This is an optimization exercise on Yosys and OpenROAD, whose aim is small area, a short achievable clock period and few clock cycles, not a production implementation.
In this exercise RTL edits were held to simulation tests only and were not proved equivalent to the original.
Power and IR drop assume default switching activity.

==> flow/design.v (excerpt) <==
module cache(
    clk,
    proc_reset,
    proc_read,
    proc_write,
    proc_addr,
    proc_rdata,
    proc_wdata,
    proc_stall,
    mem_read,
    mem_write,
    mem_addr,
    mem_rdata,
    mem_wdata,
    mem_ready
);
For scale: about 3,200 cells after synthesis, roughly 1,400 flip-flops, roughly 390 I/O pins, ~0.053 mm² of cells after synthesis.
==> flow/config.mk <==
export PLATFORM = sky130hd
export DESIGN_NAME = cache
export DESIGN_NICKNAME = cache
export VERILOG_FILES = /design/flow/design.v
export SDC_FILE = /design/flow/constraint.sdc
export NUM_CORES = 4
export LEC_CHECK = 0
export CAP_MARGIN = 20
export CORE_MARGIN = 2
export CORE_UTILIZATION = 60
export CTS_CLUSTER_DIAMETER = 100
export CTS_CLUSTER_SIZE = 20
export SETUP_SLACK_MARGIN = 1.9
export SLEW_MARGIN = 20
==> flow/constraint.sdc <==
create_clock -name core_clock -period 5.0 [get_ports {clk}]
set_input_delay 1.0000 -clock core_clock [delete_from_list [all_inputs] [get_ports {clk}]]
set_output_delay 1.0000 -clock core_clock [all_outputs]
set_load 0.01 [all_outputs]
standard.sh (not shown) runs the stock make flow with config.mk's settings and CLKGATE_MAP_FILE= SYNTH_SCRIPT=/design/flow/synth_recipe.tcl, a recipe that flattens the netlist after the stock synthesis.
==> flow/flow/run.sh <==
#!/bin/bash
# The standard layout (the standard.sh: unchanged synthesis and steps)
# with two changes to how it is placed:
#  - the input and output port buffers are the smallest buffer cell
#    (sky130_fd_sc_hd__buf_1) instead of clkdlybuf4s50_1; timing repair
#    still resizes any of them that limit timing;
#  - before pin placement, flow/pins.tcl groups the ports of each data bit
#    side by side on the die edge (see gen/make_pins.py).
# make's full output goes to standard.log; each ORFS step keeps its own log
# under orfs/logs/.
set -uo pipefail
here=$(pwd)
export BUFFER_PORTS_ARGS="-buffer_cell sky130_fd_sc_hd__buf_1"
export PRE_IO_PLACEMENT_TCL="$here/flow/pins.tcl"
bash standard.sh > standard.log 2>&1
Other scripts of this flow, unchanged in this note and not shown: flow/flow/pins.tcl
Testbench counts at the start, summed over its fixed seeds: cycles 154,099.
Then changed:
--- a/flow/config.mk
+++ b/flow/config.mk
@@ -10,5 +10,5 @@
 export CORE_UTILIZATION = 60
-export CTS_CLUSTER_DIAMETER = 100
-export CTS_CLUSTER_SIZE = 20
-export SETUP_SLACK_MARGIN = 1.9
+export CTS_CLUSTER_DIAMETER = 80
+export CTS_CLUSTER_SIZE = 25
+export SETUP_SLACK_MARGIN = 2.2
 export SLEW_MARGIN = 20
Result:
- power fell by 2.2%
- worst setup slack improves by 180 ps
- flip-flop and latch count does not change
- sequential share of layout area shrinks by 0.48 points
- area after synthesis does not change
- critical path depth falls by 1
- utilization goes up by 0.47 points
Then changed:
--- a/flow/config.mk
+++ b/flow/config.mk
@@ -9,5 +9,5 @@
 export CORE_MARGIN = 2
-export CORE_UTILIZATION = 60
-export CTS_CLUSTER_DIAMETER = 80
-export CTS_CLUSTER_SIZE = 25
+export CORE_UTILIZATION = 55
+export CTS_CLUSTER_DIAMETER = 100
+export CTS_CLUSTER_SIZE = 20
 export SETUP_SLACK_MARGIN = 2.2
Effect:
- The new run completed without violations
- power went up by 2.5%
- via count decreases by 0.53%
- cell area grows by 0.60%
- routed wire length climbs by 1.3%
- clock skew climbs by 4.6 ps
- fmax grows by 0.55%
Then changed:
--- a/flow/config.mk
+++ b/flow/config.mk
@@ -9,3 +9,3 @@
 export CORE_MARGIN = 2
-export CORE_UTILIZATION = 55
+export CORE_UTILIZATION = 60
 export CTS_CLUSTER_DIAMETER = 100
After rerunning: Routed wire length came out lower by 1.0%. Clock-buffer cell count came out lower by 2. Cell area came out lower by 0.34%. Maximum frequency came out higher by 1.2%. Sequential share of layout area came out higher by 0.24 points.
Then changed:
--- a/flow/config.mk
+++ b/flow/config.mk
@@ -12,3 +12,3 @@
 export CTS_CLUSTER_SIZE = 20
-export SETUP_SLACK_MARGIN = 2.2
+export SETUP_SLACK_MARGIN = 1.6
 export SLEW_MARGIN = 20
Non-clock buffer count falls by 26. Clock power rises by about 0.7%. Combinational power falls by about 6%. Final cell count falls by 0.56%. Wire length falls by 4.2%. Sequential cell count is unchanged. Setup slack is worse by 470 ps. Power stays flat.

---

Starting RTL as in the previous note.
Settings: LEC_CHECK=0, CAP_MARGIN=20, CORE_MARGIN=2, CORE_UTILIZATION=60, CTS_CLUSTER_DIAMETER=100, CTS_CLUSTER_SIZE=20, SETUP_SLACK_MARGIN=2.1, SLEW_MARGIN=20; clock period 5.0 ns.
Scripts as last shown in full above: flow/flow/run.sh
Other scripts of this flow, unchanged in this note and not shown: flow/flow/pins.tcl
The first run ran to the end with no violations.
Testbench counts at the start, summed over its fixed seeds: cycles 154,099.
Next try:
--- a/flow/config.mk
+++ b/flow/config.mk
@@ -9,6 +9,7 @@
 export CORE_MARGIN = 2
-export CORE_UTILIZATION = 60
+export CORE_UTILIZATION = 66
 export CTS_CLUSTER_DIAMETER = 100
 export CTS_CLUSTER_SIZE = 20
-export SETUP_SLACK_MARGIN = 2.1
+export PLACE_DENSITY = 0.72
+export SETUP_SLACK_MARGIN = 2.5
 export SLEW_MARGIN = 20
=> Die area came out lower by 9.0%; worst setup slack improved by 0.11 ns; global-route usage increases by 4.5 points; final area goes up by 2.7%; routed wire length grows by 2.5%.
Next try:
--- a/flow/config.mk
+++ b/flow/config.mk
@@ -9,7 +9,6 @@
 export CORE_MARGIN = 2
-export CORE_UTILIZATION = 66
+export CORE_UTILIZATION = 60
 export CTS_CLUSTER_DIAMETER = 100
 export CTS_CLUSTER_SIZE = 20
-export PLACE_DENSITY = 0.72
-export SETUP_SLACK_MARGIN = 2.5
+export SETUP_SLACK_MARGIN = 2.35
 export SLEW_MARGIN = 20
Count of clock-buffer cells in the layout rose by 1.
Worst setup slack degrades by 0.011 ns.
Design area falls by 0.89%.
Sequential power hardly moves.
Global-route usage is lower by 3.7 points.
Fmax shrinks by 0.40%.
Clock skew came out higher by 0.016 ns.
Worst hold slack is worse by 0.014 ns.
Via count went down by about 2%.

---

The RTL this note starts from:
==> flow/design.v <==
module cache(
    clk,
    proc_reset,
    proc_read,
    proc_write,
    proc_addr,
    proc_rdata,
    proc_wdata,
    proc_stall,
    mem_read,
    mem_write,
    mem_addr,
    mem_rdata,
    mem_wdata,
    mem_ready
);
    input          clk;
    input          proc_reset;
    input          proc_read, proc_write;
    input   [29:0] proc_addr;
    input   [31:0] proc_wdata;
    output         proc_stall;
    output  [31:0] proc_rdata;
    input  [127:0] mem_rdata;
    input          mem_ready;
    output         mem_read, mem_write;
    output  [27:0] mem_addr;
    output [127:0] mem_wdata;
    reg [127:0] data  [0:7];
    reg  [24:0] tag   [0:7];
    reg   [7:0] valid;
    reg   [7:0] dirty;
    reg         st_acc;      
    reg         st_hit;      
    reg         st_wb;       
    reg         st_rd;       
    reg         mem_read_q, mem_write_q;
    reg  [27:0] mem_addr_q;
    reg [127:0] blk_q;       
    reg   [3:0] hsel_q;      
    reg   [3:0] fsel_q;      
    integer b, w;
    wire  [2:0] idx  = proc_addr[4:2];
    wire [24:0] ptag = proc_addr[29:5];
    wire  [3:0] word = 4'd1 << proc_addr[1:0];
    wire  [7:0] blk  = 8'd1 << idx;
    wire        req  = proc_read | proc_write;
    wire [24:0] tag_idx = tag[idx];
    wire        vd      = |(blk & valid & dirty);
    reg   [7:0] match;
    always @(*)
        for (b = 0; b < 8; b = b + 1)
            match[b] = valid[b] & (tag[b] == ptag);
    wire        hit     = |(blk & match);
    wire        look    = st_acc & req;
    wire        fill    = st_rd & mem_ready;
    reg [127:0] sel_blk;
    always @(*) begin
        sel_blk = 128'd0;
        for (b = 0; b < 8; b = b + 1)
            sel_blk = sel_blk | (data[b] & {128{blk[b]}});
    end
    reg [31:0] rword;
    always @(*) begin
        rword = 32'd0;
        for (w = 0; w < 4; w = w + 1)
            rword = rword | (blk_q[32*w +: 32] & {32{hsel_q[w]}})
                          | (mem_rdata[32*w +: 32] & {32{fsel_q[w]}});
    end
    reg [127:0] wdata;
    reg   [3:0] wsel;
    always @(*) begin
        wsel = {4{proc_write}} & word;
        for (w = 0; w < 4; w = w + 1)
            wdata[32*w +: 32] = wsel[w] ? proc_wdata : mem_rdata[32*w +: 32];
    end
    assign proc_stall = ~(st_hit | fill);
    assign proc_rdata = rword;
    assign mem_read   = mem_read_q;
    assign mem_write  = mem_write_q;
    assign mem_addr   = mem_addr_q;
    assign mem_wdata  = blk_q;
    always @(posedge clk) begin
        blk_q      <= sel_blk;
        hsel_q     <= {4{look & hit}} & word;
        fsel_q     <= {4{~(look & hit)}} & word;
        mem_addr_q <= {(st_acc & vd) ? tag_idx : ptag, idx};
    end
    always @(posedge clk) begin
        if (proc_reset) begin
            st_acc      <= 1'b1;
            st_hit      <= 1'b0;
            st_wb       <= 1'b0;
            st_rd       <= 1'b0;
            mem_read_q  <= 1'b0;
            mem_write_q <= 1'b0;
        end else begin
            st_acc      <= (st_acc & ~req) | st_hit | fill;
            st_hit      <= look & hit;
            st_wb       <= (look & ~hit & vd) | (st_wb & ~mem_ready);
            st_rd       <= (look & ~hit & ~vd) | (st_wb & mem_ready) | (st_rd & ~mem_ready);
            mem_read_q  <= (look & ~hit & ~vd) | (st_wb & mem_ready);
            mem_write_q <= look & ~hit & vd;
        end
    end
    always @(posedge clk) begin
        for (b = 0; b < 8; b = b + 1) begin
            for (w = 0; w < 4; w = w + 1)
                if (blk[b] & (fill | (st_hit & wsel[w])))
                    data[b][32*w +: 32] <= wdata[32*w +: 32];
            if (blk[b] & fill)
                tag[b] <= ptag;
            if (blk[b] & (fill | (st_hit & proc_write)))
                dirty[b] <= proc_write;
        end
    end
    always @(posedge clk) begin
        if (proc_reset)
            valid <= 8'd0;
        else
            for (b = 0; b < 8; b = b + 1)
                if (blk[b] & fill)
                    valid[b] <= 1'b1;
    end
endmodule
export LEC_CHECK = 0
export CAP_MARGIN = 20
export CORE_MARGIN = 2
export CORE_UTILIZATION = 66
export CTS_CLUSTER_DIAMETER = 100
export CTS_CLUSTER_SIZE = 20
export PLACE_DENSITY = 0.72
export SETUP_SLACK_MARGIN = 2.2
export SLEW_MARGIN = 20
create_clock -name core_clock -period 5.0 [get_ports {clk}]
Scripts as last shown in full above: flow/flow/run.sh
Other scripts of this flow, unchanged in this note and not shown: flow/flow/pins.tcl
Testbench counts at the start, summed over its fixed seeds: cycles 154,099.
Next try:
--- a/flow/config.mk
+++ b/flow/config.mk
@@ -10 +10 @@
-export CORE_UTILIZATION = 66
+export CORE_UTILIZATION = 60
@@ -13,2 +13 @@
-export PLACE_DENSITY = 0.72
-export SETUP_SLACK_MARGIN = 2.2
+export SETUP_SLACK_MARGIN = 2.5
Result:
- The new run produced a clean layout
- non-clock buffer count grows by 63
- synthesized cell count is unchanged
- critical path depth shrinks by 3
- worst hold slack loses 21 ps
- combinational power grows by roughly a tenth
- power grows slightly

## afterwards: timing with drivers on the ports
Ports are ideal in the flow. The routed layouts listed here were re-timed in OpenROAD. Step 1 (the two cells are an assumption about what drives the block):
set clk [get_ports {clk}]
set_driving_cell -lib_cell sky130_fd_sc_hd__clkbuf_16 $clk
set_driving_cell -lib_cell sky130_fd_sc_hd__buf_2 [delete_from_list [all_inputs] $clk]
Step 2 also shifts input and output timing later by t, the mid clock arrival at the registers, as if the neighbouring blocks saw the same clock. a / b / c = no drivers / after step 1 / after step 2; a / b = the first two.
run	t (ns)	slack for setup (ns)	hold WS [ns]	worst slew at a driven data input, ns
the first run of note 1	0.722	1.972 / 1.918 / 1.289	0.461 / 0.461 / 0.461	0.26
the second run of note 1	0.712	2.147 / 2.132 / 1.420	0.454 / 0.454 / 0.454	0.15
the third run of note 1	0.751	2.163 / 2.089 / 1.351	0.458 / 0.458 / 0.458	0.26
the fourth run of note 1	0.728	2.198 / 2.130 / 1.448	0.471 / 0.471 / 0.471	0.16
the fifth run of note 1	0.730	1.728 / 1.653 / 1.192	0.460 / 0.460 / 0.460	0.23
the first run of note 2	0.730	2.058 / 1.983 / 1.422	0.476 / 0.476 / 0.476	0.25
the second run of note 2	0.748	2.169 / 2.090 / 1.608	0.470 / 0.470 / 0.470	0.25
the third run of note 2	0.740	2.158 / 2.082 / 1.444	0.456 / 0.456 / 0.456	0.28
the first run of note 3	0.734	2.211 / 2.079 / 1.345	0.469 / 0.469 / 0.469	0.24
the second run of note 3	0.739	2.117 / 2.050 / 1.682	0.447 / 0.447 / 0.447	0.17
After both steps setup and hold are still met in every run listed. The setup slack of the first run of note 3, which loses most, moves by -0.132 ns with the drivers and by -0.866 ns with both steps.
